Context: an optimization exercise on an open-source flow, tuned for a short achievable clock period and few clock cycles. The choices shown serve that exercise and are no tape-out recipe. The RTL was checked by simulation tests, not by an equivalence proof against the original design. Power figures rest on the tool's default switching activity, not on a simulated workload.

**flow/design.v**
```verilog
module mips_cpu (
	input         clk,
	input         rst,
	output [31:0] imem_addr,
	input  [31:0] imem_data,
	output [31:0] dmem_addr,
	output [31:0] dmem_wdata,
	output        dmem_we,
	output        dmem_re,
	input  [31:0] dmem_rdata
);
	localparam BEQ = 0, BNE = 1, BNZ = 2, BZ = 3, BALW = 4;
	reg [31:0] pc;
	reg        vx;                        
	reg [31:0] xa, xb, xi;                
	reg        xa_m, xb_m;                
	reg [31:0] xbi, xbix;                 
	reg        sb_m;                      
	reg [31:0] x_pc4;
	reg        x_pred, x_br, x_jr;
	reg [4:0]  x_bk;
	reg        x_wen, x_st, x_ld;
	reg [4:0]  x_rd;
	reg        x_add, x_sub, x_slt, x_sltu, x_and, x_or, x_xor, x_sll, x_srl, x_b;
	reg [31:0] m_res, m_wd;
	reg [31:0] m_addr;                    
	reg        m_ld;                      
	reg        m_we, m_re, m_wen;
	reg [4:0]  m_rd;
	reg [31:0] rf [1:31];
	wire [31:0] ins = imem_data;
	wire [5:0] op = ins[31:26];
	wire [5:0] fn = ins[5:0];
	wire [4:0] rs = ins[25:21];
	wire [4:0] rt = ins[20:16];
	wire [4:0] rd = ins[15:11];
	wire [31:0] se = {{16{ins[15]}}, ins[15:0]};
	wire is_r    = (op == 6'h00);
	wire is_jr   = is_r && (fn == 6'h08);
	wire is_ialu = (op[5:3] == 3'b001);
	wire is_lui  = (op == 6'h0F);
	wire is_ld   = (op == 6'h20) || (op == 6'h23);
	wire is_st   = (op == 6'h28) || (op == 6'h2B);
	wire is_bri  = (op == 6'h01);
	wire is_br   = (op[5:2] == 4'b0001) || is_bri;
	wire is_j    = (op == 6'h02);
	wire is_jal  = (op == 6'h03);
	wire [2:0] iop = op[2:0];
	wire f_add  = (is_r && (fn == 6'h20 || fn == 6'h21 || fn == 6'h22 || fn == 6'h23)) ||
	              (is_ialu && iop[2:1] == 2'b00) || is_ld || is_st;
	wire f_sub  = (is_r && (fn == 6'h22 || fn == 6'h23 || fn == 6'h2A || fn == 6'h2B)) ||
	              (is_ialu && iop[2:1] == 2'b01);
	wire f_slt  = (is_r && fn == 6'h2A) || (is_ialu && iop == 3'b010);
	wire f_sltu = (is_r && fn == 6'h2B) || (is_ialu && iop == 3'b011);
	wire f_and  = (is_r && fn == 6'h24) || (is_ialu && iop == 3'b100);
	wire f_or   = (is_r && fn == 6'h25) || (is_ialu && iop == 3'b101);
	wire f_xor  = (is_r && fn == 6'h26) || (is_ialu && iop == 3'b110);
	wire f_sll  = is_r && (fn == 6'h00 || fn == 6'h04);
	wire f_srl  = is_r && (fn == 6'h02 || fn == 6'h03 || fn == 6'h06);
	wire f_b    = (is_r && fn == 6'h38) || is_lui || is_jal;
	wire use_imm = is_ialu || is_ld || is_st || is_jal;
	wire [4:0] dst = is_jal ? 5'd31 : (is_r ? rd : rt);
	wire f_wen = ((is_r && !is_jr) || is_ialu || is_ld || is_jal) && (dst != 5'd0);
	reg [4:0] bk;
	wire [4:0] bkf;
	always @(*) begin
		bk = 5'd0;
		case (op)
			6'h04: bk[BEQ] = 1'b1;
			6'h05: bk[BNE] = 1'b1;
			6'h07: bk[BNZ] = 1'b1;
			6'h06: bk[BZ]  = 1'b1;
			6'h01:
				if (rt == 5'd0) bk[BALW] = 1'b1;
				else if (rt != 5'd1) case (fn)
					6'h30: bk[BEQ] = 1'b1;
					6'h31: bk[BNE] = 1'b1;
					6'h32: bk[BNZ] = 1'b1;
					6'h33: bk[BZ]  = 1'b1;
					6'h34: bk[BALW] = 1'b1;
					default: ;
				endcase
			default: ;
		endcase
	end
	wire same = (rs == rt);
	wire rs0  = (rs == 5'd0);
	assign bkf[BEQ]  = bk[BEQ] && !same;
	assign bkf[BNE]  = bk[BNE] && !same;
	assign bkf[BNZ]  = bk[BNZ] && !rs0;
	assign bkf[BZ]   = bk[BZ]  && !rs0;
	assign bkf[BALW] = bk[BALW] || (bk[BEQ] && same) || (bk[BZ] && rs0);
	wire [31:0] pc4 = pc + 32'd4;
	wire [23:0] hi_p = pc4[31:8] + 24'd1;
	wire [23:0] hi_m = pc4[31:8] - 24'd1;
	wire [31:0] jt  = {pc4[31:28], ins[25:0], 2'b00};
	wire f_pred;
	wire [31:0] pc_next;
	wire [31:0] m_val = m_ld ? dmem_rdata : m_res;
	wire [31:0] rd_rs = (rs == 5'd0) ? 32'd0 : ((m_wen && m_rd == rs) ? m_val : rf[rs]);
	wire [31:0] rd_rt = (rt == 5'd0) ? 32'd0 : ((m_wen && m_rd == rt) ? m_val : rf[rt]);
	wire [31:0] f_bi = use_imm ? (is_jal ? jt : se) : rd_rt;
	wire x_fw = vx && x_wen;
	wire fa_m = x_fw && (x_rd == rs);
	wire fb_m = x_fw && (x_rd == rt);
	wire [31:0] a, result, addr;
	wire x_zero;
	mips_alu alu (.xa(xa), .xb(xb), .xbi(xbi), .xbix(xbix), .m_res(m_res), .xa_m(xa_m),
		.sb_m(sb_m), .x_add(x_add), .x_sub(x_sub), .x_slt(x_slt), .x_sltu(x_sltu),
		.x_and(x_and), .x_or(x_or), .x_xor(x_xor), .x_sll(x_sll), .x_srl(x_srl), .x_b(x_b),
		.x_mem(x_st || x_ld), .a(a), .result(result), .addr(addr), .x_zero(x_zero));
	wire redirect;
	wire [31:0] redirect_pc;
	mips_branch branch (.vx(vx), .xa(xa), .xb(xb), .m_res(m_res), .a(a), .xa_m(xa_m), .xb_m(xb_m),
		.x_bk(x_bk), .x_pred(x_pred), .x_br(x_br), .x_jr(x_jr), .x_pc4(x_pc4), .xi(xi),
		.redirect(redirect), .redirect_pc(redirect_pc));
	wire [4:0] xz_rd = (vx && x_wen && x_add && !x_sub && !x_ld && !xa_m && !sb_m) ? x_rd : 5'd0;
	wire [4:0] ld_rd = (vx && x_ld && x_wen) ? x_rd : 5'd0;
	wire hazard;
	mips_next_pc next_pc (.ins(ins), .pc(pc), .pc4(pc4), .hi_p(hi_p), .hi_m(hi_m),
		.ld_rd(ld_rd), .xz_rd(xz_rd), .x_zero(x_zero), .redirect(redirect), .redirect_pc(redirect_pc),
		.f_pred(f_pred), .hazard(hazard), .pc_next(pc_next));
	wire [31:0] st_data = xb_m ? m_val : xb;
	always @(posedge clk) begin
		if (rst) begin
			pc <= 32'd0;
			vx <= 1'b0;
			m_we <= 1'b0;
			m_re <= 1'b0;
			m_wen <= 1'b0;
		end else begin
			pc <= pc_next;
			vx <= !redirect && !hazard;
			m_we <= vx && x_st;
			m_re <= vx && x_ld;
			m_wen <= vx && x_wen;
		end
	end
	always @(posedge clk) begin
		xa <= rd_rs;
		xb <= rd_rt;
		xi <= is_jal ? jt : se;
		xa_m <= fa_m;
		xb_m <= fb_m;
		xbi <= f_bi;
		xbix <= f_bi ^ {32{f_sub}};
		sb_m <= !use_imm && fb_m;
		x_pc4 <= pc4;
		x_pred <= f_pred;
		x_br <= is_br;
		x_jr <= is_jr;
		x_bk <= bkf;
		x_wen <= f_wen;
		x_rd <= dst;
		x_st <= is_st;
		x_ld <= is_ld;
		x_add <= f_add;
		x_sub <= f_sub;
		x_slt <= f_slt;
		x_sltu <= f_sltu;
		x_and <= f_and;
		x_or <= f_or;
		x_xor <= f_xor;
		x_sll <= f_sll;
		x_srl <= f_srl;
		x_b <= f_b;
		m_res <= result;
		m_addr <= addr;
		m_ld <= x_ld;
		m_wd <= st_data;
		m_rd <= x_rd;
	end
	always @(posedge clk) begin
		if (m_wen) rf[m_rd] <= m_val;
	end
	assign imem_addr  = pc;
	assign dmem_addr  = m_addr;
	assign dmem_wdata = m_wd;
	assign dmem_we    = m_we;
	assign dmem_re    = m_re;
endmodule
module mips_next_pc (
	input  [31:0] ins,
	input  [31:0] pc,
	input  [31:0] pc4,
	input  [23:0] hi_p,
	input  [23:0] hi_m,
	input  [4:0]  ld_rd,
	input  [4:0]  xz_rd,
	input         x_zero,
	input         redirect,
	input  [31:0] redirect_pc,
	output        f_pred,
	output        hazard,
	output [31:0] pc_next
);
	localparam BEQ = 0, BNE = 1, BNZ = 2, BZ = 3, BALW = 4;
	wire [5:0] op = ins[31:26];
	wire [5:0] fn = ins[5:0];
	wire [4:0] rs = ins[25:21];
	wire [4:0] rt = ins[20:16];
	wire is_br  = (op[5:2] == 4'b0001) || (op == 6'h01);
	wire f_selj = (op == 6'h02) || (op == 6'h03);
	wire same = (rs == rt);
	wire rs0  = (rs == 5'd0);
	wire pred_br = is_br && (ins[15] || (op == 6'h04 && same) || (op == 6'h05 && !same) ||
	                         (op == 6'h07 && !rs0) || (op == 6'h06 && rs0) || (op == 6'h01 && !rt[0]));
	wire pos_small = (ins[15:6] == 10'h000);
	wire neg_small = (ins[15:6] == 10'h3FF);
	wire [6:0] lo = {1'b0, pc4[7:2]} + {1'b0, ins[5:0]};
	wire [23:0] bt_hi = pos_small ? (lo[6] ? hi_p : pc4[31:8]) : (lo[6] ? pc4[31:8] : hi_m);
	wire [31:0] bt = {bt_hi, lo[5:0], pc4[1:0]};
	wire [31:0] jt = {pc4[31:28], ins[25:0], 2'b00};
	wire zk = (op == 6'h07 || op == 6'h06) && (xz_rd != 5'd0) && (rs == xz_rd);
	wire z_taken = op[0] ? !x_zero : x_zero;
	assign f_pred = (zk ? z_taken : pred_br) && (pos_small || neg_small);
	wire f_selb = f_pred && !f_selj;
	wire f_sel4 = !f_selj && !f_pred;
	wire use_rs = !(op == 6'h02 || op == 6'h03 || op == 6'h0F);
	wire use_rt = (op == 6'h00) || (op == 6'h04) || (op == 6'h05) || (op == 6'h01);
	assign hazard = (ld_rd != 5'd0) && ((use_rs && rs == ld_rd) || (use_rt && rt == ld_rd));
	wire hold = hazard && !redirect;
	wire go = !hazard && !redirect;
	assign pc_next = ({32{redirect}} & redirect_pc) | ({32{hold}} & pc) |
		({32{go && f_selj}} & jt) | ({32{go && f_selb}} & bt) | ({32{go && f_sel4}} & pc4);
endmodule
module mips_alu (
	input  [31:0] xa, xb, xbi, xbix, m_res,
	input         xa_m, sb_m,
	input         x_add, x_sub, x_slt, x_sltu, x_and, x_or, x_xor, x_sll, x_srl, x_b, x_mem,
	output [31:0] a,
	output [31:0] result,
	output [31:0] addr,
	output        x_zero
);
	assign a = xa_m ? m_res : xa;
	wire [31:0] b  = sb_m ? m_res : xbi;
	wire [31:0] bx = sb_m ? (m_res ^ {32{x_sub}}) : xbix;    
	wire [32:0] sum = {1'b0, a} + {1'b0, bx} + {32'd0, x_sub};
	wire lt_s = (a[31] != b[31]) ? a[31] : sum[31];
	wire lt_u = !sum[32];
	wire [4:0] sh = sb_m ? m_res[4:0] : xb[4:0];
	wire sh_big = sb_m ? (|m_res[31:5]) : (|xb[31:5]);
	wire [31:0] shl = a << sh;
	wire [31:0] shr = a >> sh;
	wire [31:0] others =
		({32{x_and}} & (a & b)) |
		({32{x_or}}  & (a | b)) |
		({32{x_xor}} & (a ^ b)) |
		({32{x_sll && !sh_big}} & shl) |
		({32{x_srl && !sh_big}} & shr) |
		({32{x_b}}   & b);
	wire slt = (x_slt && lt_s) || (x_sltu && lt_u);
	assign result = x_add ? sum[31:0] : {others[31:1], others[0] | slt};
	assign addr = {32{x_mem}} & sum[31:0];
	wire [31:0] axb = xa ^ xbi;
	wire [31:0] aob = xa | xbi;
	assign x_zero = (axb == {aob[30:0], 1'b0});
endmodule
module mips_branch (
	input         vx,
	input  [31:0] xa, xb, m_res, a,
	input         xa_m, xb_m,
	input  [4:0]  x_bk,
	input         x_pred, x_br, x_jr,
	input  [31:0] x_pc4, xi,
	output        redirect,
	output [31:0] redirect_pc
);
	localparam BEQ = 0, BNE = 1, BNZ = 2, BZ = 3, BALW = 4;
	wire eq_rr = (xa == xb);
	wire eq_mr = (m_res == xb);
	wire eq_rm = (xa == m_res);
	wire eq = xa_m ? (xb_m || eq_mr) : (xb_m ? eq_rm : eq_rr);
	wire nz = xa_m ? (|m_res) : (|xa);
	wire cond = (x_bk[BEQ] && eq) || (x_bk[BNE] && !eq) || (x_bk[BNZ] && nz) ||
	            (x_bk[BZ] && !nz) || x_bk[BALW];
	assign redirect = vx && (x_jr || (x_br && (cond != x_pred)));
	wire [31:0] x_bt = x_pc4 + {xi[29:0], 2'b00};
	assign redirect_pc = x_jr ? a : (x_pred ? x_pc4 : x_bt);
endmodule
```
**flow/flow/run.sh**
```bash
#!/bin/bash
# The standard layout (standard synthesis, floorplan, placement, CTS, routing),
# with timing repair aimed at a shorter period than the constraint's: the
# constraint is unchanged, only the repair's setup margin is larger. The resizer
# may change a cell's footprint, and ports are buffered with buf_8.
set -euo pipefail
bash standard.sh SETUP_SLACK_MARGIN=8.3 TNS_END_PERCENT=30 ABC_CLOCK_PERIOD_IN_PS=1000 \
  MATCH_CELL_FOOTPRINT=0 "BUFFER_PORTS_ARGS=-buffer_cell sky130_fd_sc_hd__buf_8" finish > standard.log 2>&1
```
**flow/standard.sh**
```bash
#!/bin/bash
# synth_recipe.tcl (not shown) runs the flow's synth.tcl, then flattens the netlist and writes it again
# the make line also repeats each setting of config.mk as NAME=value (left out here)
make -C /OpenROAD-flow-scripts/flow DESIGN_CONFIG=/design/flow/config.mk WORK_HOME=/design/flow/orfs CLKGATE_MAP_FILE= SYNTH_SCRIPT=/design/flow/synth_recipe.tcl "${@:-finish}"
```
**flow/config.mk**
```make
export PLATFORM = sky130hd
export DESIGN_NAME = mips_cpu
export DESIGN_NICKNAME = mips_cpu
export VERILOG_FILES = /design/flow/design.v
export SDC_FILE = /design/flow/constraint.sdc
export NUM_CORES = 4
export LEC_CHECK = 0
export CAP_MARGIN = 20
export CORE_MARGIN = 2
export CORE_UTILIZATION = 60
export SLEW_MARGIN = 20
export SYNTH_HIERARCHICAL = 1
export SYNTH_MINIMUM_KEEP_SIZE = 0
```
**flow/constraint.sdc**
```tcl
create_clock -name core_clock -period 12.0 [get_ports {clk}]
set_input_delay 2.4000 -clock core_clock [delete_from_list [all_inputs] [get_ports {clk}]]
set_output_delay 2.4000 -clock core_clock [all_outputs]
set_load 0.01 [all_outputs]
```
==> impl_metrics.env, run 1 <==
export IMPL_critical_path_startpoint_type="input pin"
export IMPL_leakagePower_nw=31.9
export IMPL_crit_path_start="imem_data[0]"
export IMPL_clk_pin_slew_worst_paths_ns=0.06
export IMPL_worstPathMaxFanout=5
export IMPL_critical_path_top_delay_family="compound AO/OA/AOI/OAI gates"
export IMPL_worst_setup_path_end_kind="flip-flop"
export IMPL_vdd_ir_drop_max_uv=172
export IMPL_setup_tns_ns=0
export IMPL_number_of_placement_rows=129
export IMPL_area_growth_synth_to_final_pct=19.2
export IMPL_dr_total_vias=58000
export IMPL_drt_iter0_markers=9716
export IMPL_hold_class="flip-flop to flip-flop"
export IMPL_largest_net_degree_at_the_start_of_global_routing=68
export IMPL_cts_root_buffer_cell="clkbuf_16"
export IMPL_die_width_um=356
export IMPL_cp_cell_sequence="buf_12 > ha_4 > fa_2 > a211oi_2 > o21bai_2 > a211o_4 > buf_12 > a221oi_4 > buf_6 > clkbuf_16 > o221ai_2 > nand2_1 > nor2b_4"
export IMPL_outcome="timing/DRC/antenna clean"
export IMPL_maximum_capacitance_violations=0
export IMPL_startpoint_of_the_lowest_slack_register_to_register_path="xb_m"
export IMPL_timing_setup_critical_path_class="input pin to flip-flop"
export IMPL_maximum_clock_frequency_mhz=245
export IMPL_timing_final_crit_period_ns=4.08
export IMPL_timing_critical_path_required_ns=12.72
export IMPL_filler_cell_count=7990
export IMPL_core_region_area_um2=123000
export IMPL_num_io_pins=164
export IMPL_cts_sinks=1349
export IMPL_timing_final_max_slew_violations=0
export IMPL_clkLatencyLatePin_ns=0.81
export IMPL_grt_pass1_vias=54800
export IMPL_viasPerCell=7.47
export IMPL_hpwlAfterDp_mm=174
export IMPL_numCtsBuffers=142
export IMPL_final_core_util_pct=71.9
export IMPL_mappedNetlistNets=5957
export IMPL_finalClockSkew_ns=0.0354
export IMPL_cp_common_cell="buf_12"
export IMPL_h_tree_depth=4
export IMPL_nets=6241
export IMPL_die_h_um=356
export IMPL_cts_buffer_depth=3
export IMPL_netlist_area_um2=74500
export IMPL_gr_usage_all_layers_pct=46.1
export IMPL_cp_num_buf_inv=4
export IMPL_initial_core_util_pct=60.4
export IMPL_layout_worst_path_cycle_share_pct=34.0
export IMPL_post_synth_cell_area_avg_um2=13.0
export IMPL_report_final_setup_viol=0
export IMPL_max_slew_margin_rel_pct=26.4
export IMPL_wirelength_mm=300
export IMPL_grt_first_pass_wirelength_mm=410
export IMPL_count_of_input_and_output_buffers=163
export IMPL_grt_overflow_total=0
export IMPL_power_density_nw_per_um2=140
export IMPL_drtPass1Iterations=12
export IMPL_avgRoutedWirePerCell_um=38.7
export IMPL_antenna_nets_post_route=0
export IMPL_ys_warn_count=7
export IMPL_syn_instance_count=5723
export IMPL_cpPeakStageDelay_ns=0.35
export IMPL_tightest_slew_ns=1.10
export IMPL_cts_tree="done"
export IMPL_routabilityCongestion=1.02
export IMPL_antenna_found_initial=16
export IMPL_drive_above_1_share_pct=29.6
export IMPL_cts_hold_buf=0
export IMPL_final_hold_viol_count=0
export IMPL_timing_critical_path_arrival_ns=4.80
export IMPL_worstHoldStart="pc[1]"
export IMPL_remaining_drc_errors=0
export IMPL_die_area_um2=127000
export IMPL_grt_setup_unrepaired="yes"
export IMPL_critical_path_slowest_cell="fa_2"
cell usage in the layout (no fill, tap or decap), types with 190 or more instances in the layout:
cell,instances
xnor2_1,220
inv_1,190
clkbuf_16,214
nor2_1,253
dfxtp_1,327
edfxtp_1,992
mux2i_1,308
nand2_1,352
buf_4,219
mux4_2,493
a21oi_1,193
report_power, final:
part / internal, mW / leakage (nW) / switching (mW)
Clock: 2.58 / 2.30 / 1.95
Combinational: 1.01 / 17.5 / 1.55
Sequential: 5.15 / 12.1 / 0.190
Total: 8.74 / 31.9 / 3.69
state kept, by name, summed over array words and instances, names as in the netlist, 5 cells and up:
name and count:
xi 30, xb 32, x_rd 5, pc 32, xbix 32, m_addr 32
m_res 32, rf 992, x_pc4 32, m_rd 5, m_wd 32, xa 32
x_bk 5, xbi 32
repair_timing:
action | 4_1_cts | 5_1_grt
resized for setup | 366 | 165
setup buffers | 107 | 77
setup endpoints to repair | 261 | 207
cloned | 66 | 18
pin swaps | 42 | 46
routing by layer:
layer / global-route usage, % / wire length, um
met1: 58.4 / 100000
met2: 67.7 / 129000
met3: 13.4 / 42500
met4: 34.0 / 28800
met5: 0 / 55
metrics by stage:
| stage | power, mW | hold WS (ns) | instance area, um^2 | instances | setup WS [ns] |
|---|---|---|---|---|---|
| 2_1_floorplan | 6.71 | 0.360 | 75100 | 5723 | 7.53 |
| 3_3_place_gp | 7.55 | 0.403 | 78300 | 7232 | 5.80 |
| 3_5_place_dp | 7.56 | 0.405 | 78300 | 7232 | 5.78 |
| 4_1_cts | 12.2 | 0.415 | 87000 | 7662 | 8.01 |
| 5_1_grt | 12.7 | 0.427 | 88800 | 7758 | 7.87 |
| 6_report | 12.4 | 0.417 | 88800 | 7765 | 7.92 |
cell type report:
type / count / area [um^2] / share of cell area (%)
clock inverters: 77 / 800 / 0.900
clock buffers: 180 / 3910 / 4.40
flip-flops and latches: 1349 / 37000 / 41.7
diodes: 8 / 20.0 / 0.0225
repair buffers: 544 / 7680 / 8.64
repair inverters: 1 / 7.51 / 0.00845
multi-input cells: 3754 / 36500 / 41.1
well taps: 1637 / 2050 / 2.31
inverters: 215 / 866 / 0.975
final timing paths:
| kind | endpoint | slack, ns | cells past startpoint |
|---|---|---|---|
| setup / recovery | pc[8] | 7.92 | 13 |
| hold / removal | x_pc4[1] | 0.42 | 0 |
| setup reg to reg | pc[17] | 8.04 | 13 |
| hold reg to reg | x_pc4[1] | 0.42 | 0 |
Testbench counts, summed over its fixed seeds: cycles 43,327.
==> inputs of run 2 (changes only) <==
--- a/flow/design.v
+++ b/flow/design.v
@@ -16,4 +16,4 @@
 	reg        xa_m, xb_m;                
-	reg [31:0] xbi, xbix;                 
-	reg        sb_m;                      
+	reg [31:0] xix;                       
+	reg        sb_m, sb_i, sb_r, sb_rn;   
 	reg [31:0] x_pc4;
@@ -101,3 +101,2 @@
 	wire [31:0] rd_rt = (rt == 5'd0) ? 32'd0 : ((m_wen && m_rd == rt) ? m_val : rf[rt]);
-	wire [31:0] f_bi = use_imm ? (is_jal ? jt : se) : rd_rt;
 	wire x_fw = vx && x_wen;
@@ -107,4 +106,4 @@
 	wire x_zero;
-	mips_alu alu (.xa(xa), .xb(xb), .xbi(xbi), .xbix(xbix), .m_res(m_res), .xa_m(xa_m),
-		.sb_m(sb_m), .x_add(x_add), .x_sub(x_sub), .x_slt(x_slt), .x_sltu(x_sltu),
+	mips_alu alu (.xa(xa), .xb(xb), .xi(xi), .xix(xix), .m_res(m_res), .xa_m(xa_m),
+		.sb_m(sb_m), .sb_i(sb_i), .sb_r(sb_r), .sb_rn(sb_rn), .x_add(x_add), .x_sub(x_sub), .x_slt(x_slt), .x_sltu(x_sltu),
 		.x_and(x_and), .x_or(x_or), .x_xor(x_xor), .x_sll(x_sll), .x_srl(x_srl), .x_b(x_b),
@@ -144,5 +143,7 @@
 		xb_m <= fb_m;
-		xbi <= f_bi;
-		xbix <= f_bi ^ {32{f_sub}};
+		xix <= (is_jal ? jt : se) ^ {32{f_sub}};
 		sb_m <= !use_imm && fb_m;
+		sb_i <= use_imm;
+		sb_r <= !use_imm && !fb_m && !f_sub;
+		sb_rn <= !use_imm && !fb_m && f_sub;
 		x_pc4 <= pc4;
@@ -227,4 +228,4 @@
 module mips_alu (
-	input  [31:0] xa, xb, xbi, xbix, m_res,
-	input         xa_m, sb_m,
+	input  [31:0] xa, xb, xi, xix, m_res,
+	input         xa_m, sb_m, sb_i, sb_r, sb_rn,
 	input         x_add, x_sub, x_slt, x_sltu, x_and, x_or, x_xor, x_sll, x_srl, x_b, x_mem,
@@ -236,4 +237,5 @@
 	assign a = xa_m ? m_res : xa;
-	wire [31:0] b  = sb_m ? m_res : xbi;
-	wire [31:0] bx = sb_m ? (m_res ^ {32{x_sub}}) : xbix;    
+	wire [31:0] b  = ({32{sb_m}} & m_res) | ({32{sb_i}} & xi) | ({32{sb_r || sb_rn}} & xb);
+	wire [31:0] bx = ({32{sb_m}} & (m_res ^ {32{x_sub}})) | ({32{sb_i}} & xix) |
+	                 ({32{sb_r}} & xb) | ({32{sb_rn}} & ~xb);
 	wire [32:0] sum = {1'b0, a} + {1'b0, bx} + {32'd0, x_sub};
@@ -255,5 +257,7 @@
 	assign addr = {32{x_mem}} & sum[31:0];
-	wire [31:0] axb = xa ^ xbi;
-	wire [31:0] aob = xa | xbi;
-	assign x_zero = (axb == {aob[30:0], 1'b0});
+	wire [31:0] axi = xa ^ xi;
+	wire [31:0] aoi = xa | xi;
+	wire [31:0] axr = xa ^ xb;
+	wire [31:0] aor = xa | xb;
+	assign x_zero = sb_i ? (axi == {aoi[30:0], 1'b0}) : (axr == {aor[30:0], 1'b0});
 endmodule
--- a/flow/config.mk
+++ b/flow/config.mk
@@ -9,3 +9,3 @@
 export CORE_MARGIN = 2
-export CORE_UTILIZATION = 60
+export CORE_UTILIZATION = 40
 export SLEW_MARGIN = 20
==> run 2 against run 1 <==
Largest power group unchanged; wire length up 1.0%; critical path type unchanged; largest cell class unchanged; still clean; count of clock-buffer cells in the layout up 8; flip-flop and latch count down 27.
==> impl_metrics.env, run 2 <==
export IMPL_gr_usage_met1_pct=38.2
export IMPL_die_h_um=435
export IMPL_maximum_clock_frequency_mhz=247
export IMPL_leakagePower_nw=31.9
export IMPL_timing_final_crit_period_ns=4.05
export IMPL_cp_num_buf_inv=4
export IMPL_critical_path_startpoint_type="input pin"
export IMPL_worstPathMaxFanout=5
export IMPL_maximum_capacitance_violations=0
export IMPL_nets=6169
export IMPL_whs_path_depth=0
export IMPL_final_cell_mix="992 x edfxtp_1, 512 x mux4_2, 363 x nand2_1, 293 x mux2i_1, 276 x a211oi_1"
export IMPL_cp_common_cell="buf_12"
export IMPL_timing_critical_path_required_ns=12.72
export IMPL_finalClockSkew_ns=0.0348
export IMPL_cts_buffer_depth=3
export IMPL_ys_warn_count=7
export IMPL_num_io_pins=164
export IMPL_initial_core_util_pct=40.2
export IMPL_ys_top_cells_by_count="992 x edfxtp_1, 512 x mux4_2, 369 x nand2_1"
export IMPL_timing_reg2reg_worst_path_depth=16
export IMPL_post_synth_cell_area_avg_um2=13.2
export IMPL_grt_setup_unrepaired="yes"
export IMPL_count_of_input_and_output_buffers=163
export IMPL_mostFrequentLayoutCell="edfxtp_1"
export IMPL_ys_seq_area_share_pct=48.9
export IMPL_h_tree_depth=4
export IMPL_gr_usage_all_layers_pct=30.8
export IMPL_gr_usage_met3_pct=6.00
export IMPL_antenna_found_initial=7
export IMPL_timing_setup_critical_path_class="input pin to flip-flop"
export IMPL_hold_class="flip-flop to flip-flop"
export IMPL_power_density_nw_per_um2=138
export IMPL_layout_worst_path_cycle_share_pct=33.7
export IMPL_final_hold_viol_count=0
export IMPL_setup_tns_ns=0
export IMPL_drt_iter0_markers=7439
export IMPL_timing_final_max_slew_violations=0
export IMPL_dr_total_vias=55800
export IMPL_core_region_area_um2=185000
export IMPL_grt_first_pass_wirelength_mm=413
export IMPL_routabilityCongestion=1.02
export IMPL_critical_path_slowest_cell="a211o_4"
export IMPL_number_of_placement_rows=158
export IMPL_post_synth_arst_share_pct=0
export IMPL_wirelength_mm=304
export IMPL_tightest_slew_ns=1.17
export IMPL_clkLatencyLatePin_ns=0.81
export IMPL_cts_root_buffer_cell="clkbuf_16"
export IMPL_most_congested_layer_reported_by_global_routing="met2"
export IMPL_synth_cell_types=126
export IMPL_outcome="timing/DRC/antenna clean"
export IMPL_largest_register_ffs=992
export IMPL_synth_top_flop_cell="edfxtp_1"
export IMPL_setup_reg_to_reg_worst_slack_ns=8.02
export IMPL_netlist_area_um2=74400
export IMPL_cts_sinks=1322
export IMPL_remaining_drc_errors=0
export IMPL_die_width_um=435
export IMPL_report_final_setup_viol=0
export IMPL_worstHoldStart="pc[0]"
export IMPL_antenna_nets_post_route=0
export IMPL_min_to="x_pc4[0]"
export IMPL_cpPeakStageDelay_ns=0.37
export IMPL_numCtsBuffers=145
export IMPL_avgRoutedWirePerCell_um=35.7
export IMPL_cts_tree="done"
export IMPL_max_slew_margin_rel_pct=21.5
export IMPL_registers_top_by_ff_count="rf"
export IMPL_filler_cell_count=16100
export IMPL_die_area_um2=190000
export IMPL_grt_overflow_total=0
export IMPL_clk_pin_slew_worst_paths_ns=0.05
export IMPL_number_of_flops_mapped_to_enable_cells_by_yosys=992
export IMPL_grt_pass1_vias=53100
export IMPL_yosys_area_top_type="edfxtp_1"
export IMPL_startpoint_of_the_lowest_slack_register_to_register_path="xb[3]"
export IMPL_cp_cell_sequence="buf_12 > ha_4 > fa_2 > a211oi_2 > o21bai_2 > a211o_4 > buf_12 > a221oi_4 > buf_6 > buf_12 > o221ai_4 > nand2_1 > nor2b_1"
export IMPL_synthMostInstantiatedCell="edfxtp_1"
export IMPL_syn_instance_count=5657
export IMPL_hpwlAfterDp_mm=179
export IMPL_drive_above_1_share_pct=28.8
export IMPL_vdd_ir_drop_max_uv=150
export IMPL_synth_top_cell_area_share_pct=40.0
export IMPL_worst_setup_path_end_kind="flip-flop"
export IMPL_drtPass1Iterations=9
export IMPL_holdWs_ns=0.424
export IMPL_mappedNetlistNets=5922
export IMPL_critical_path_top_delay_family="compound AO/OA/AOI/OAI gates"
export IMPL_critical_r2r_capture="pc[18]"
export IMPL_timing_critical_path_arrival_ns=4.77
export IMPL_grt_util_met2_pct=48.4
export IMPL_synth_ff_latch_count=1322
export IMPL_viasPerCell=6.56
export IMPL_largest_net_degree_at_the_start_of_global_routing=67
export IMPL_total_power_mw=12.2
export IMPL_area_growth_synth_to_final_pct=19.2
export IMPL_synth_top_cells_by_area="edfxtp_1 40%, mux4_2 15%, dfxtp_1 8.9%, mux2i_1 4.1%, ha_1 3.3%"
==> run 2: area by class of cell <==
cell class	instances	area (um^2)	area share [%]
Multi-Input combinational cell	3666	36400	41.0
Inverter	260	1040	1.17
Antenna cell	5	12.5	0.0141
Sequential cell	1322	36500	41.2
Clock buffer	188	3950	4.46
Clock inverter	76	882	0.994
Timing Repair Buffer	509	6790	7.65
Tap cell	2480	3100	3.50
==> run 2: layer usage <==
layer	part of all wire, %	vias to the layer above
met5	0.012	-
met1	36	28200
met3	10	943
li1	-	22800
met2	46	3869
met4	8.2	6
==> run 2: worst max-delay path by stage <==
| stage | depth (start not counted) | startpoint | slack [ns] | end |
|---|---|---|---|---|
| CTS | 13 | imem_data[0] | 8.01 | pc[18] |
| floorplan | 11 | imem_data[0] | 7.53 | pc[12] |
| detailed placement | 9 | imem_data[16] | 5.88 | xb[9] |
| finish | 13 | imem_data[0] | 7.95 | pc[18] |
| global placement | 9 | imem_data[16] | 5.84 | xb[9] |
| global route | 13 | imem_data[0] | 7.92 | pc[18] |
==> run 2: per-stage QoR <==
step | area (um^2) | setup WS, ns | util [%] | std cells
finish | 88700 | 7.95 | 47.9 | 8506
global route | 88700 | 7.92 | 47.9 | 8502
CTS | 87400 | 8.01 | 47.2 | 8414
detailed placement | 79500 | 5.88 | 42.9 | 8017
global placement | 79500 | 5.84 | 42.9 | 8017
floorplan | 75000 | 7.53 | - | 5657
==> run 2: cell families (layout without fill, tap and decap cells) <==
| logic type | after synthesis | after routing | synth area share (%) |
|---|---|---|---|
| and+or+nand+nor | 1128 | 1129 | 7.72 |
| buffers and inverters | 670 | 1033 | 4.03 |
| DFF | 1322 | 1322 | 48.9 |
| xor gates and xnor gates | 334 | 334 | 3.95 |
| AOI/OAI and AO/OA | 1107 | 1107 | 10.9 |
| adders and majority gates | 199 | 199 | 3.39 |
| muxes | 897 | 897 | 21.1 |
| other | 0 | 5 | 0 |
==> run 2: per-module statistics from Yosys, one instance, submodules excluded <==
module / cell area [um^2] / cells / copies in the design
mips_branch: 3340 / 447 / 1
mips_alu: 11200 / 1587 / 1
mips_cpu: 57600 / 3339 / 1
mips_next_pc: 2250 / 284 / 1
==> run 2: where the power goes <==
group / switching (mW) / total [mW] / leakage, nW / internal (mW)
registers: 0.221 / 5.25 / 11.9 / 5.03
logic: 1.44 / 2.41 / 17.6 / 0.973
clock network: 1.91 / 4.58 / 2.36 / 2.66
total: 3.57 / 12.2 / 31.9 / 8.67
==> run 2: repair_timing <==
action,in CTS,in global routing
endpoints found under the setup margin,277,182
pin swaps,45,33
gates cloned,45,14
endpoints found under the hold margin,0,0
gates resized for setup,300,114
hold buffers,0,0
buffers inserted,88,72
==> run 2: worst register-to-register path, cell delays in order, from the launching register on <==
cell and delay, ns:
dfxtp_2 0.61, inv_1 0.24, ha_1 0.26, xnor2_1 0.14, nor4_1 0.44, nand4_1 0.24, o41ai_4 0.41, buf_4 0.22
and3_1 0.17, nand4b_1 0.15, nand3_1 0.17, a221oi_4 0.05, buf_6 0.15, buf_12 0.14, o221ai_4 0.23, nand2_1 0.09
nor2b_1 0.14
Testbench counts of run 2, summed over its fixed seeds: cycles 43,327.
==> inputs of run 3 (changes only) <==
--- a/flow/config.mk
+++ b/flow/config.mk
@@ -9,3 +9,3 @@
 export CORE_MARGIN = 2
-export CORE_UTILIZATION = 40
+export CORE_UTILIZATION = 60
 export SLEW_MARGIN = 20
==> run 3 against run 2 <==
Critical path depth did not move; wire length fell by 3.8%; via count rose by 1.8%; power fell by 1.0%; first-iteration DRC count rose by 27%; highest routed layer unchanged.
==> impl_metrics.env, run 3 <==
export IMPL_drtPass1Iterations=9
export IMPL_report_final_setup_viol=0
export IMPL_most_congested_layer_reported_by_global_routing="met2"
export IMPL_ys_warn_count=7
export IMPL_count_of_input_and_output_buffers=163
export IMPL_die_area_um2=127000
export IMPL_gr_usage_met3_pct=13.4
export IMPL_drt_iter0_markers=9441
export IMPL_dr_total_vias=56900
export IMPL_setup_slack_ns=8.00
export IMPL_critical_path_slowest_cell="fa_2"
export IMPL_cts_tree="done"
export IMPL_hpwlAfterDp_mm=169
export IMPL_synth_top_cell_area_share_pct=40.0
export IMPL_timing_critical_path_arrival_ns=4.75
export IMPL_timing_final_crit_period_ns=4.00
export IMPL_max_slew_margin_rel_pct=18.0
export IMPL_worstPathMaxFanout=5
export IMPL_cts_buffer_depth=3
export IMPL_hold_class="flip-flop to flip-flop"
export IMPL_dpl_cell_area_um2=78400
export IMPL_synthMostInstantiatedCell="edfxtp_1"
export IMPL_final_cell_area_um2=87000
export IMPL_clk_pin_slew_worst_paths_ns=0.06
export IMPL_post_synth_cell_area_avg_um2=13.2
export IMPL_number_of_placement_rows=129
export IMPL_post_synth_arst_share_pct=0
export IMPL_holdWs_ns=0.419
export IMPL_synth_top_flop_cell="edfxtp_1"
export IMPL_mappedNetlistNets=5922
export IMPL_h_tree_depth=4
export IMPL_gr_usage_all_layers_pct=45.1
export IMPL_grt_util_met2_pct=68.0
export IMPL_grt_setup_unrepaired="yes"
export IMPL_cp_cell_sequence="buf_12 > ha_4 > fa_2 > a211oi_2 > o21bai_2 > a211o_1 > buf_12 > a221oi_4 > buf_6 > buf_12 > o221ai_4 > nand2_1 > nor2b_4"
export IMPL_largest_net_degree_at_the_start_of_global_routing=70
export IMPL_grt_first_pass_wirelength_mm=402
export IMPL_leakagePower_nw=31.6
export IMPL_viasPerCell=7.46
export IMPL_registers_top_by_ff_count="rf"
export IMPL_tightest_slew_ns=1.22
export IMPL_cts_sinks=1322
export IMPL_synth_ff_latch_count=1322
export IMPL_die_width_um=356
export IMPL_avgRoutedWirePerCell_um=38.3
export IMPL_nets=6128
export IMPL_total_power_mw=12.1
export IMPL_wirelength_mm=292
export IMPL_setup_tns_ns=0
export IMPL_grt_overflow_total=0
export IMPL_critical_path_startpoint_type="input pin"
export IMPL_swShare_pct=29.3
export IMPL_mostFrequentLayoutCell="edfxtp_1"
export IMPL_netlist_area_um2=74400
export IMPL_antenna_found_initial=10
export IMPL_largest_register_ffs=992
export IMPL_yosys_area_top_type="edfxtp_1"
export IMPL_drive_above_1_share_pct=27.7
export IMPL_cts_root_buffer_cell="clkbuf_16"
export IMPL_remaining_drc_errors=0
export IMPL_syn_instance_count=5657
export IMPL_finalClockSkew_ns=0.0597
export IMPL_cpPeakStageDelay_ns=0.35
export IMPL_power_share_sequential_pct=43.5
export IMPL_power_report_internal_total_mw=8.57
export IMPL_numCtsBuffers=141
export IMPL_gr_usage_met1_pct=56.9
export IMPL_routabilityCongestion=1.07
export IMPL_ys_seq_area_share_pct=48.9
export IMPL_num_io_pins=164
export IMPL_die_h_um=356
export IMPL_power_share_clock_pct=37.2
export IMPL_detailedPlace_worstSlack_ns=5.71
export IMPL_timing_critical_path_required_ns=12.75
export IMPL_ys_top_cells_by_count="992 x edfxtp_1, 512 x mux4_2, 369 x nand2_1"
export IMPL_timing_setup_critical_path_class="input pin to flip-flop"
export IMPL_number_of_flops_mapped_to_enable_cells_by_yosys=992
export IMPL_maximum_capacitance_violations=0
export IMPL_cp_common_cell="buf_12"
export IMPL_worst_setup_path_end_kind="flip-flop"
export IMPL_area_growth_synth_to_final_pct=16.9
export IMPL_grt_pass1_vias=54300
export IMPL_maximum_clock_frequency_mhz=250
export IMPL_combinationalPowerShare_pct=19.3
export IMPL_final_cell_mix="992 x edfxtp_1, 512 x mux4_2, 364 x nand2_1, 299 x mux2i_1, 277 x a211oi_1"
export IMPL_layout_worst_path_cycle_share_pct=33.3
export IMPL_final_hold_viol_count=0
export IMPL_clkLatencyLatePin_ns=0.82
export IMPL_synth_cell_types=126
export IMPL_power_density_nw_per_um2=139
export IMPL_cts_hold_buf=0
export IMPL_core_region_area_um2=123000
export IMPL_outcome="timing/DRC/antenna clean"
export IMPL_antenna_nets_post_route=0
export IMPL_netSwitchingPower_mw=3.55
export IMPL_timing_final_max_slew_violations=0
export IMPL_vdd_ir_drop_max_uv=173
export IMPL_synth_top_cells_by_area="edfxtp_1 40%, mux4_2 15%, dfxtp_1 8.9%, mux2i_1 4.1%, ha_1 3.3%"
export IMPL_initial_core_util_pct=60.4
==> run 3: cell counts after synthesis <==
Identical to the previous run, type by type.
==> run 3: metal layers <==
metal	wire length, um	vias to the layer above
met2	130000	4712
met3	39800	1219
li1	-	22700
met5	58	-
met4	23900	8
met1	98500	28200
==> run 3: logic make-up (layout without fill, tap and decap cells) <==
logic type      count (synthesis)  after routing  synth area share (%)
flops                        1322           1322                  48.9
simple gates                 1128           1129                  7.72
compound gates               1107           1107                  10.9
mux                           897            897                  21.1
buf+inv                       670            993                  4.03
xor+xnor                      334            334                  3.95
fa+ha+maj                     199            199                  3.39
other cells                     0              5                     0
==> run 3: what timing repair did <==
action | 4_1_cts | 5_1_grt
gates resized for setup | 273 | 97
hold endpoints to repair | 0 | 0
cloned | 39 | 17
setup endpoints to repair | 237 | 193
buffers inserted | 79 | 44
pin swaps | 44 | 32
==> run 3: cell type report <==
cell class              instances  area [um^2]
fillers                      8376        36300
inverters                     260         1010
clock buffers                 193         3920
repair buffers                472         6440
multi-input cells            3666        36200
diodes                          5         12.5
well taps                    1637         2050
clock inverters                68          880
flip-flops and latches       1322        36500
==> run 3: final timing paths <==
kind | startpoint | endpoint | slack (ns) | cells past startpoint
hold / removal | pc[0] | x_pc4[0] | 0.42 | 0
hold reg to reg | pc[0] | x_pc4[0] | 0.42 | 0
setup reg to reg | m_res[25] | m_res[30] | 8.10 | 13
setup / recovery | imem_data[0] | pc[18] | 8.00 | 13
==> run 3: stage by stage <==
stage	instances	utilization, %
6_report	7623	70.6
4_1_cts	7557	69.6
2_1_floorplan	5657	-
3_5_place_dp	7178	63.6
5_1_grt	7618	70.6
3_3_place_gp	7178	63.6
==> run 3: power by group through the flow <==
| stage | clock (mW) | combinational [mW] | sequential [mW] |
|---|---|---|---|
| 2_1_floorplan | 0 | 1.37 | 5.21 |
| 3_3_place_gp | 0 | 2.04 | 5.33 |
| 3_5_place_dp | 0 | 2.05 | 5.33 |
| 4_1_cts | 4.52 | 2.21 | 5.24 |
| 5_1_grt | 4.71 | 2.44 | 5.25 |
| 6_report | 4.51 | 2.34 | 5.27 |
==> run 3: per-module statistics from Yosys (local to each module, per instance) <==
module / area (um^2) / cells inside / flops+latches
mips_cpu: 57600 / 3339 / 1322
mips_branch: 3340 / 447 / 0
mips_alu: 11200 / 1587 / 0
mips_next_pc: 2250 / 284 / 0
==> run 3: critical path: cells and delay by family <==
kind,cells,cell delay [ns]
adder cells (fa/ha/maj),2,0.50
buffers and inverters,4,0.59
AND/OR/NAND/NOR,2,0.20
AO/OA/AOI/OAI,5,1.04
==> inputs of run 4 (changes only) <==
--- a/flow/design.v
+++ b/flow/design.v
@@ -210,3 +210,17 @@
 	wire neg_small = (ins[15:6] == 10'h3FF);
-	wire [6:0] lo = {1'b0, pc4[7:2]} + {1'b0, ins[5:0]};
+	wire [5:0] la = pc4[7:2];
+	wire [5:0] lb = ins[5:0];
+	wire [5:0] lg = la & lb;
+	wire [5:0] lt = la | lb;
+	wire [6:0] lc;
+	assign lc[0] = 1'b0;
+	assign lc[1] = lg[0];
+	assign lc[2] = lg[1] | (lt[1] & lg[0]);
+	assign lc[3] = lg[2] | (lt[2] & lg[1]) | (lt[2] & lt[1] & lg[0]);
+	assign lc[4] = lg[3] | (lt[3] & lg[2]) | (lt[3] & lt[2] & lg[1]) | (lt[3] & lt[2] & lt[1] & lg[0]);
+	assign lc[5] = lg[4] | (lt[4] & lg[3]) | (lt[4] & lt[3] & lg[2]) | (lt[4] & lt[3] & lt[2] & lg[1]) |
+	               (lt[4] & lt[3] & lt[2] & lt[1] & lg[0]);
+	assign lc[6] = lg[5] | (lt[5] & lg[4]) | (lt[5] & lt[4] & lg[3]) | (lt[5] & lt[4] & lt[3] & lg[2]) |
+	               (lt[5] & lt[4] & lt[3] & lt[2] & lg[1]) | (lt[5] & lt[4] & lt[3] & lt[2] & lt[1] & lg[0]);
+	wire [6:0] lo = {lc[6], la ^ lb ^ lc[5:0]};
 	wire [23:0] bt_hi = pos_small ? (lo[6] ? hi_p : pc4[31:8]) : (lo[6] ? pc4[31:8] : hi_m);
--- a/flow/flow/run.sh
+++ b/flow/flow/run.sh
@@ -6,3 +6,3 @@
 set -euo pipefail
-bash standard.sh SETUP_SLACK_MARGIN=8.3 TNS_END_PERCENT=30 ABC_CLOCK_PERIOD_IN_PS=1000 \
+bash standard.sh SETUP_SLACK_MARGIN=8.3 TNS_END_PERCENT=100 ABC_CLOCK_PERIOD_IN_PS=1000 \
   MATCH_CELL_FOOTPRINT=0 "BUFFER_PORTS_ARGS=-buffer_cell sky130_fd_sc_hd__buf_8" finish > standard.log 2>&1
--- a/flow/config.mk
+++ b/flow/config.mk
@@ -9,3 +9,3 @@
 export CORE_MARGIN = 2
-export CORE_UTILIZATION = 60
+export CORE_UTILIZATION = 40
 export SLEW_MARGIN = 20
==> run 4 against run 3 <==
Still clean on timing, DRC and antenna; via count increased by 2.7%; first-iteration DRC count shrank 12%; cell count increased by 15%; non-clock buffer count grew 170; utilization shrank 21 points.
==> impl_metrics.env, run 4 <==
export IMPL_post_synth_cell_area_avg_um2=12.8
export IMPL_synth_cell_types=114
export IMPL_largest_net_degree_at_the_start_of_global_routing=87
export IMPL_clk_pin_slew_worst_paths_ns=0.07
export IMPL_syn_instance_count=5778
export IMPL_registers_top_by_ff_count="rf"
export IMPL_ys_seq_area_share_pct=49.1
export IMPL_synthMostInstantiatedCell="edfxtp_1"
export IMPL_hpwlAfterDp_mm=182
export IMPL_largest_register_ffs=992
export IMPL_outcome="timing/DRC/antenna clean"
export IMPL_cts_hold_buf=0
export IMPL_netlist_area_um2=74100
export IMPL_worstPathMaxFanout=6
export IMPL_cts_sinks=1322
export IMPL_worst_setup_path_end_kind="flip-flop"
export IMPL_number_of_flops_mapped_to_enable_cells_by_yosys=992
export IMPL_worstHoldStart="x_rd[4]"
export IMPL_mostFrequentLayoutCell="edfxtp_1"
export IMPL_num_io_pins=164
export IMPL_maximum_capacitance_violations=0
export IMPL_synth_top_flop_cell="edfxtp_1"
export IMPL_count_of_input_and_output_buffers=163
export IMPL_holdWs_ns=0.480
export IMPL_dpl_cell_area_um2=79800
export IMPL_numCtsBuffers=150
export IMPL_final_cell_mix="992 x edfxtp_1, 509 x mux4_2, 361 x nand2_1, 292 x buf_4, 291 x nor2_1"
export IMPL_die_area_um2=189000
export IMPL_cp_cell_sequence="buf_16 > or4_4 > buf_6 > o41ai_4 > a21o_1 > nor3_4 > buf_6 > buf_12 > o31a_4 > o31ai_2 > o21ai_1 > nor2b_1"
export IMPL_timing_reg2reg_worst_path_depth=13
export IMPL_filler_cell_count=15700
export IMPL_cts_buffer_depth=3
export IMPL_finalClockSkew_ns=0.0643
export IMPL_cp_common_cell="buf_6"
export IMPL_final_cell_area_um2=91800
export IMPL_die_width_um=434
export IMPL_leakagePower_nw=33.1
export IMPL_synth_top_cells_by_area="edfxtp_1 40%, mux4_2 15%, dfxtp_1 8.9%, mux2i_1 3.7%, ha_1 3.4%"
export IMPL_whs_path_depth=0
export IMPL_timing_critical_path_required_ns=12.72
export IMPL_startpoint_of_the_lowest_slack_register_to_register_path="xi[0]"
export IMPL_antenna_nets_post_route=0
export IMPL_wirelength_mm=319
export IMPL_setup_reg_to_reg_worst_slack_ns=8.05
export IMPL_final_hold_viol_count=0
export IMPL_remaining_drc_errors=0
export IMPL_final_core_util_pct=50.0
export IMPL_mappedNetlistNets=6048
export IMPL_critical_path_slowest_cell="or4_4"
export IMPL_grt_overflow_total=0
export IMPL_hold_class="flip-flop to flip-flop"
export IMPL_routabilityCongestion=1.01
export IMPL_h_tree_depth=4
export IMPL_grt_first_pass_wirelength_mm=430
export IMPL_final_seq_area_um2=36700
export IMPL_synth_ff_latch_count=1322
export IMPL_layout_worst_path_cycle_share_pct=34.3
export IMPL_yosys_area_top_type="edfxtp_1"
export IMPL_synth_top_cell_area_share_pct=40.2
export IMPL_cpPeakStageDelay_ns=0.58
export IMPL_critical_r2r_capture="pc[30]"
export IMPL_setup_tns_ns=0
export IMPL_multi_input_area_um2=37300
export IMPL_vdd_ir_drop_max_uv=99.4
export IMPL_area_growth_synth_to_final_pct=24.0
export IMPL_post_synth_arst_share_pct=0
export IMPL_tightest_slew_ns=1.18
export IMPL_ys_warn_count=7
export IMPL_grt_pass1_vias=55800
export IMPL_ys_top_cells_by_count="992 x edfxtp_1, 509 x mux4_2, 367 x nand2_1"
export IMPL_gr_usage_all_layers_pct=32.5
export IMPL_total_power_mw=12.5
export IMPL_avgRoutedWirePerCell_um=36.4
export IMPL_drtPass1Iterations=10
export IMPL_core_region_area_um2=183000
export IMPL_nets=6441
export IMPL_dr_total_vias=58400
export IMPL_report_final_setup_viol=0
export IMPL_min_to="m_rd[4]"
export IMPL_maximum_clock_frequency_mhz=243
export IMPL_max_slew_margin_rel_pct=21.2
export IMPL_timing_critical_path_arrival_ns=4.83
export IMPL_grt_setup_unrepaired="yes"
export IMPL_clkLatencyLatePin_ns=0.85
export IMPL_drive_above_1_share_pct=31.5
export IMPL_timing_setup_critical_path_class="input pin to flip-flop"
export IMPL_die_h_um=434
export IMPL_timing_final_crit_period_ns=4.12
export IMPL_cts_tree="done"
export IMPL_timing_final_max_slew_violations=0
export IMPL_cts_root_buffer_cell="clkbuf_16"
export IMPL_number_of_placement_rows=157
export IMPL_viasPerCell=6.66
export IMPL_critical_path_startpoint_type="input pin"
export IMPL_initial_core_util_pct=40.4
export IMPL_antenna_found_initial=10
export IMPL_power_density_nw_per_um2=136
export IMPL_drt_iter0_markers=8344
-- run 4: routing by layer --
layer | part of all wire [%] | track usage [%]
met1 | 35 | 40.3
met2 | 45 | 50.4
met3 | 12 | 9.08
met4 | 7.6 | 19.8
met5 | 0.031 | 0
-- run 4: timing repair --
action | 4_1_cts | 5_1_grt
pin swaps | 51 | 69
cloned | 63 | 27
buffers inserted | 156 | 103
resized for setup | 489 | 214
setup endpoints to repair | 274 | 169
-- run 4: layout make-up --
type	instances	share of cell area, %
multi-input combinational	3788	40.6
sequential	1322	40.0
timing repair buffer	642	9.46
clock buffer	208	4.52
tap	2464	3.36
inverter	266	1.17
clock inverter	70	0.918
antenna	7	0.0191
timing repair inverter	1	0.00545
-- run 4: worst max path at each step --
stage / start / end / slack, ns / cells after the start
floorplan: imem_data[9] / pc[4] / 7.43 / 8
global placement: imem_data[16] / xb[0] / 5.68 / 7
CTS: imem_data[15] / pc[2] / 8.02 / 10
global route: imem_data[23] / pc[12] / 7.87 / 13
detailed placement: imem_data[16] / xb[0] / 5.61 / 7
finish: imem_data[23] / pc[8] / 7.88 / 12
-- run 4: Yosys stat by module, one instance, submodules excluded --
module	flops+latches	copies in the design	cells inside	area [um^2]
mips_cpu	1322	1	3373	57300
mips_next_pc	0	1	340	2290
mips_alu	0	1	1618	11100
mips_branch	0	1	447	3340
-- run 4: metrics by stage --
stage	setup slack [ns]	instances
floorplan	7.43	5778
global placement	5.68	8134
detailed placement	5.61	8134
CTS	8.02	8631
global route	7.87	8761
finish	7.88	8768
-- run 4: cell families after synthesis --
kind of cell,count (synthesis),share of synthesized area [%]
flops,1322,49.1
simple gates,1221,8.10
compound gates,1155,10.9
mux,865,20.6
buf+inv,680,3.83
xor+xnor,331,3.97
fa+ha+maj,204,3.49
-- run 4: critical path, delay by kind of cell --
family | cells | cell delay [ns]
buffers and inverters | 4 | 0.52
AOI/OAI and AO/OA | 5 | 1.10
and+or+nand+nor | 3 | 0.80
-- run 4: power breakdown --
group	total, mW	leakage, nW	switching (mW)	internal (mW)
Combinational	2.58	18.8	1.53	1.05
Sequential	5.23	11.9	0.198	5.03
Clock	4.72	2.42	1.99	2.72
Testbench counts of run 4, summed over its fixed seeds: cycles 43,327.
==> inputs of run 5 (changes only) <==
--- a/flow/design.v
+++ b/flow/design.v
@@ -17,2 +17,3 @@
 	reg [31:0] xix;                       
+	reg        sh_m, sa_m;                
 	reg        sb_m, sb_i, sb_r, sb_rn;   
@@ -107,3 +108,3 @@
 	mips_alu alu (.xa(xa), .xb(xb), .xi(xi), .xix(xix), .m_res(m_res), .xa_m(xa_m),
-		.sb_m(sb_m), .sb_i(sb_i), .sb_r(sb_r), .sb_rn(sb_rn), .x_add(x_add), .x_sub(x_sub), .x_slt(x_slt), .x_sltu(x_sltu),
+		.sh_m(sh_m), .sa_m(sa_m), .sb_m(sb_m), .sb_i(sb_i), .sb_r(sb_r), .sb_rn(sb_rn), .x_add(x_add), .x_sub(x_sub), .x_slt(x_slt), .x_sltu(x_sltu),
 		.x_and(x_and), .x_or(x_or), .x_xor(x_xor), .x_sll(x_sll), .x_srl(x_srl), .x_b(x_b),
@@ -146,2 +147,4 @@
 		sb_i <= use_imm;
+		sh_m <= (f_sll || f_srl) && fb_m;
+		sa_m <= (f_sll || f_srl) && fa_m;
 		sb_r <= !use_imm && !fb_m && !f_sub;
@@ -204,6 +207,3 @@
 	wire f_selj = (op == 6'h02) || (op == 6'h03);
-	wire same = (rs == rt);
-	wire rs0  = (rs == 5'd0);
-	wire pred_br = is_br && (ins[15] || (op == 6'h04 && same) || (op == 6'h05 && !same) ||
-	                         (op == 6'h07 && !rs0) || (op == 6'h06 && rs0) || (op == 6'h01 && !rt[0]));
+	wire pred_br = is_br && (ins[15] || op == 6'h05 || op == 6'h07 || (op == 6'h01 && !rt[0]));
 	wire pos_small = (ins[15:6] == 10'h000);
@@ -243,3 +243,3 @@
 	input  [31:0] xa, xb, xi, xix, m_res,
-	input         xa_m, sb_m, sb_i, sb_r, sb_rn,
+	input         xa_m, sh_m, sa_m, sb_m, sb_i, sb_r, sb_rn,
 	input         x_add, x_sub, x_slt, x_sltu, x_and, x_or, x_xor, x_sll, x_srl, x_b, x_mem,
@@ -257,6 +257,7 @@
 	wire lt_u = !sum[32];
-	wire [4:0] sh = sb_m ? m_res[4:0] : xb[4:0];
-	wire sh_big = sb_m ? (|m_res[31:5]) : (|xb[31:5]);
-	wire [31:0] shl = a << sh;
-	wire [31:0] shr = a >> sh;
+	wire [4:0] sh = sh_m ? m_res[4:0] : xb[4:0];
+	wire sh_big = sh_m ? (|m_res[31:5]) : (|xb[31:5]);
+	wire [31:0] a_sh = sa_m ? m_res : xa;
+	wire [31:0] shl = a_sh << sh;
+	wire [31:0] shr = a_sh >> sh;
 	wire [31:0] others =
--- a/flow/flow/run.sh
+++ b/flow/flow/run.sh
@@ -6,3 +6,3 @@
 set -euo pipefail
-bash standard.sh SETUP_SLACK_MARGIN=8.3 TNS_END_PERCENT=100 ABC_CLOCK_PERIOD_IN_PS=1000 \
+bash standard.sh SETUP_SLACK_MARGIN=8.3 TNS_END_PERCENT=30 ABC_CLOCK_PERIOD_IN_PS=1000 \
   MATCH_CELL_FOOTPRINT=0 "BUFFER_PORTS_ARGS=-buffer_cell sky130_fd_sc_hd__buf_8" finish > standard.log 2>&1
--- a/flow/config.mk
+++ b/flow/config.mk
@@ -9,3 +9,3 @@
 export CORE_MARGIN = 2
-export CORE_UTILIZATION = 40
+export CORE_UTILIZATION = 60
 export SLEW_MARGIN = 20
==> run 5 against run 4 <==
Count of clock-buffer cells in the layout fell by 16; via count fell by 0.83%; power fell by 3.8%; area after synthesis rose by 0.68%; sequential power barely moved; non-clock buffer count fell by 126; largest cell class unchanged.
==> impl_metrics.env, run 5 <==
export IMPL_drtPass1Iterations=7
export IMPL_dr_total_vias=57900
export IMPL_grt_setup_unrepaired="yes"
export IMPL_area_growth_synth_to_final_pct=18.2
export IMPL_synthMostInstantiatedCell="edfxtp_1"
export IMPL_maximum_capacitance_violations=0
export IMPL_synth_ff_latch_count=1324
export IMPL_clkLatencyLatePin_ns=0.82
export IMPL_tightest_slew_ns=1.26
export IMPL_number_of_flops_mapped_to_enable_cells_by_yosys=992
export IMPL_leakagePower_nw=31.8
export IMPL_grt_first_pass_wirelength_mm=402
export IMPL_worst_setup_path_end_kind="flip-flop"
export IMPL_ys_seq_area_share_pct=48.9
export IMPL_final_hold_viol_count=0
export IMPL_count_of_input_and_output_buffers=163
export IMPL_critical_path_startpoint_type="input pin"
export IMPL_timing_final_max_slew_violations=0
export IMPL_mostFrequentLayoutCell="edfxtp_1"
export IMPL_viasPerCell=7.44
export IMPL_vdd_ir_drop_max_uv=170
export IMPL_post_synth_arst_share_pct=0
export IMPL_avgRoutedWirePerCell_um=37.8
export IMPL_synth_top_flop_cell="edfxtp_1"
export IMPL_die_width_um=357
export IMPL_ys_warn_count=7
export IMPL_timing_setup_critical_path_class="input pin to flip-flop"
export IMPL_critical_path_slowest_cell="mux4_2"
export IMPL_timing_final_crit_period_ns=3.88
export IMPL_total_power_mw=12.0
export IMPL_cpPeakStageDelay_ns=0.59
export IMPL_cts_buffer_depth=3
export IMPL_netlist_area_um2=74600
export IMPL_registers_top_by_ff_count="rf"
export IMPL_die_area_um2=127000
export IMPL_mappedNetlistNets=6032
export IMPL_grt_pass1_vias=54900
export IMPL_filler_cell_count=8176
export IMPL_final_cell_mix="992 x edfxtp_1, 533 x mux4_2, 382 x nand2_1, 304 x mux2i_1, 268 x a211oi_1"
export IMPL_timing_critical_path_arrival_ns=4.57
export IMPL_final_core_util_pct=71.4
export IMPL_h_tree_depth=4
export IMPL_worstPathMaxFanout=20
export IMPL_cp_cell_sequence="buf_16 > buf_4 > clkbuf_16 > mux4_2 > mux4_2 > a211oi_1 > a211oi_1"
export IMPL_initial_core_util_pct=60.4
export IMPL_numCtsBuffers=139
export IMPL_numPlacedInstances=7318
export IMPL_num_io_pins=164
export IMPL_largest_net_degree_at_the_start_of_global_routing=76
export IMPL_outcome="timing/DRC/antenna clean"
export IMPL_ys_top_cells_by_count="992 x edfxtp_1, 533 x mux4_2, 385 x nand2_1"
export IMPL_power_density_nw_per_um2=137
export IMPL_setup_slack_ns=8.12
export IMPL_drive_above_1_share_pct=29.0
export IMPL_cts_root_buffer_cell="clkbuf_16"
export IMPL_hold_class="flip-flop to flip-flop"
export IMPL_post_synth_cell_area_avg_um2=12.9
export IMPL_wirelength_mm=294
export IMPL_synth_cell_types=120
export IMPL_nets=6289
export IMPL_clk_pin_slew_worst_paths_ns=0.06
export IMPL_grt_overflow_total=0
export IMPL_largest_register_ffs=992
export IMPL_finalClockSkew_ns=0.0498
export IMPL_synth_top_cells_by_area="edfxtp_1 40%, mux4_2 16%, dfxtp_1 8.9%, mux2i_1 4.1%, ha_1 3.4%"
export IMPL_cts_hold_buf=0
export IMPL_gr_usage_all_layers_pct=45.1
export IMPL_setup_tns_ns=0
export IMPL_number_of_placement_rows=129
export IMPL_cts_sinks=1324
export IMPL_remaining_drc_errors=0
export IMPL_drt_iter0_markers=9115
export IMPL_max_slew_margin_rel_pct=13.6
export IMPL_timing_critical_path_required_ns=12.69
export IMPL_routabilityCongestion=1.09
export IMPL_syn_instance_count=5762
export IMPL_core_region_area_um2=123000
export IMPL_layout_cells_non_filler=7780
export IMPL_synth_top_cell_area_share_pct=39.9
export IMPL_yosys_area_top_type="edfxtp_1"
export IMPL_antenna_found_initial=13
export IMPL_detailedPlace_worstSlack_ns=5.56
export IMPL_hpwlAfterDp_mm=174
export IMPL_cts_tree="done"
export IMPL_die_h_um=357
export IMPL_maximum_clock_frequency_mhz=258
export IMPL_report_final_setup_viol=0
export IMPL_antenna_nets_post_route=0
export IMPL_layout_worst_path_cycle_share_pct=32.4
[run 5: changes by cell type in the layout (fill, tap and decap cells not counted), moves of 28 or more]
cell / delta
a211oi_1: +114
buf_4: -49
mux2i_1: +45
a31oi_1: -40
nor2_1: -36
o21ai_0: -34
clkbuf_16: -28
[run 5: through the flow]
stage          cell area (um^2)  hold WS, ns
2_1_floorplan             75500        0.360
3_3_place_gp              79200        0.402
3_5_place_dp              79200        0.403
4_1_cts                   86200        0.420
5_1_grt                   88100        0.410
6_report                  88100        0.400
[run 5: final cells by class]
| cell class | instances | area [um^2] | area share, % |
|---|---|---|---|
| Antenna cell | 5 | 12.5 | 0.0142 |
| Clock buffer | 192 | 3900 | 4.43 |
| Clock inverter | 68 | 783 | 0.889 |
| Inverter | 279 | 1090 | 1.23 |
| Multi-Input combinational cell | 3759 | 36800 | 41.8 |
| Sequential cell | 1324 | 36700 | 41.7 |
| Tap cell | 1637 | 2050 | 2.32 |
| Timing Repair Buffer | 516 | 6750 | 7.66 |
[run 5: worst paths after layout]
check	start	endpoint	slack [ns]	depth (start not counted)
max	imem_data[21]	xa[6]	8.12	7
min	pc[1]	x_pc4[1]	0.40	0
max reg2reg	xa[15]	m_addr[26]	8.18	13
min reg2reg	pc[1]	x_pc4[1]	0.40	0
[run 5: where the power goes]
| part | switching (mW) | internal, mW |
|---|---|---|
| Combinational | 1.41 | 0.940 |
| Sequential | 0.210 | 5.04 |
| Clock | 1.93 | 2.52 |
[run 5: per-module statistics from Yosys (local to each module, per instance)]
module	cell area, um^2	cells	flip-flops and latches
mips_branch	3340	447	0
mips_cpu	57300	3351	1324
mips_alu	11700	1647	0
mips_next_pc	2220	317	0
[run 5: cell families (layout without fill, tap and decap cells)]
| kind of cell | after synthesis | count (layout) | synth area share, % |
|---|---|---|---|
| flip-flops | 1324 | 1324 | 48.9 |
| AND/OR/NAND/NOR | 1186 | 1192 | 7.80 |
| AO/OA/AOI/OAI | 1126 | 1127 | 10.9 |
| multiplexers | 913 | 913 | 21.4 |
| buffers and inverters | 686 | 1055 | 3.80 |
| XOR/XNOR | 323 | 323 | 3.79 |
| adder cells (fa/ha/maj) | 204 | 204 | 3.46 |
| other | 0 | 5 | 0 |
[run 5: routing by layer]
metal / part of all wire (%) / vias up / GRT usage [%]
met5: 0.029 / - / 0
met4: 8.4 / 14 / 30.8
met3: 13 / 1290 / 14.0
met2: 45 / 4757 / 69.3
met1: 33 / 28700 / 55.0
li1: - / 23100 / -
[run 5: worst max-delay path: cells and delay by family]
| kind | cells | cell delay (ns) |
|---|---|---|
| muxes | 2 | 1.08 |
| buffers and inverters | 3 | 0.63 |
| AOI/OAI and AO/OA | 2 | 0.44 |
[run 5: what timing repair did]
item,in CTS,in global routing
endpoints found under the setup margin,243,236
hold endpoints to repair,0,0
gates resized for setup,287,209
gates cloned,40,15
setup buffers,45,97
pin swaps,23,50
Testbench counts of run 5, summed over its fixed seeds: cycles 43,458.

[afterwards: timing with drivers on the ports]
How much do the figures lean on ideal ports? The routed layouts below were timed once more, with nothing changed but the port constraints.
Step 1, drivers: a clkbuf_16 drives clk and a buf_2 each remaining input, both assumed.
Step 2, shift: input delay + t, output delay - t, t = (earliest + latest rising clock arrival at the registers) / 2. This alone moves slack from input paths to output paths.
a / b / c = ideal ports / drivers / drivers and shift; a / b = the first two.
run | t, ns | setup WS [ns] | worst setup path after step 2
run 1 | 0.877 | 7.923 / 7.621 / 6.743 | input to register
run 2 | 0.887 | 7.952 / 7.996 / 7.109 | input to register
run 3 | 0.863 | 8.001 / 7.927 / 7.065 | input to register
run 4 | 0.901 | 7.884 / 7.745 / 6.844 | input to register
run 5 | 0.882 | 8.117 / 7.861 / 6.979 | input to register
After both steps every run listed still meets setup and hold. The setup slack of run 1, which loses most, moves by -0.302 ns with the drivers and by -1.180 ns with both steps.
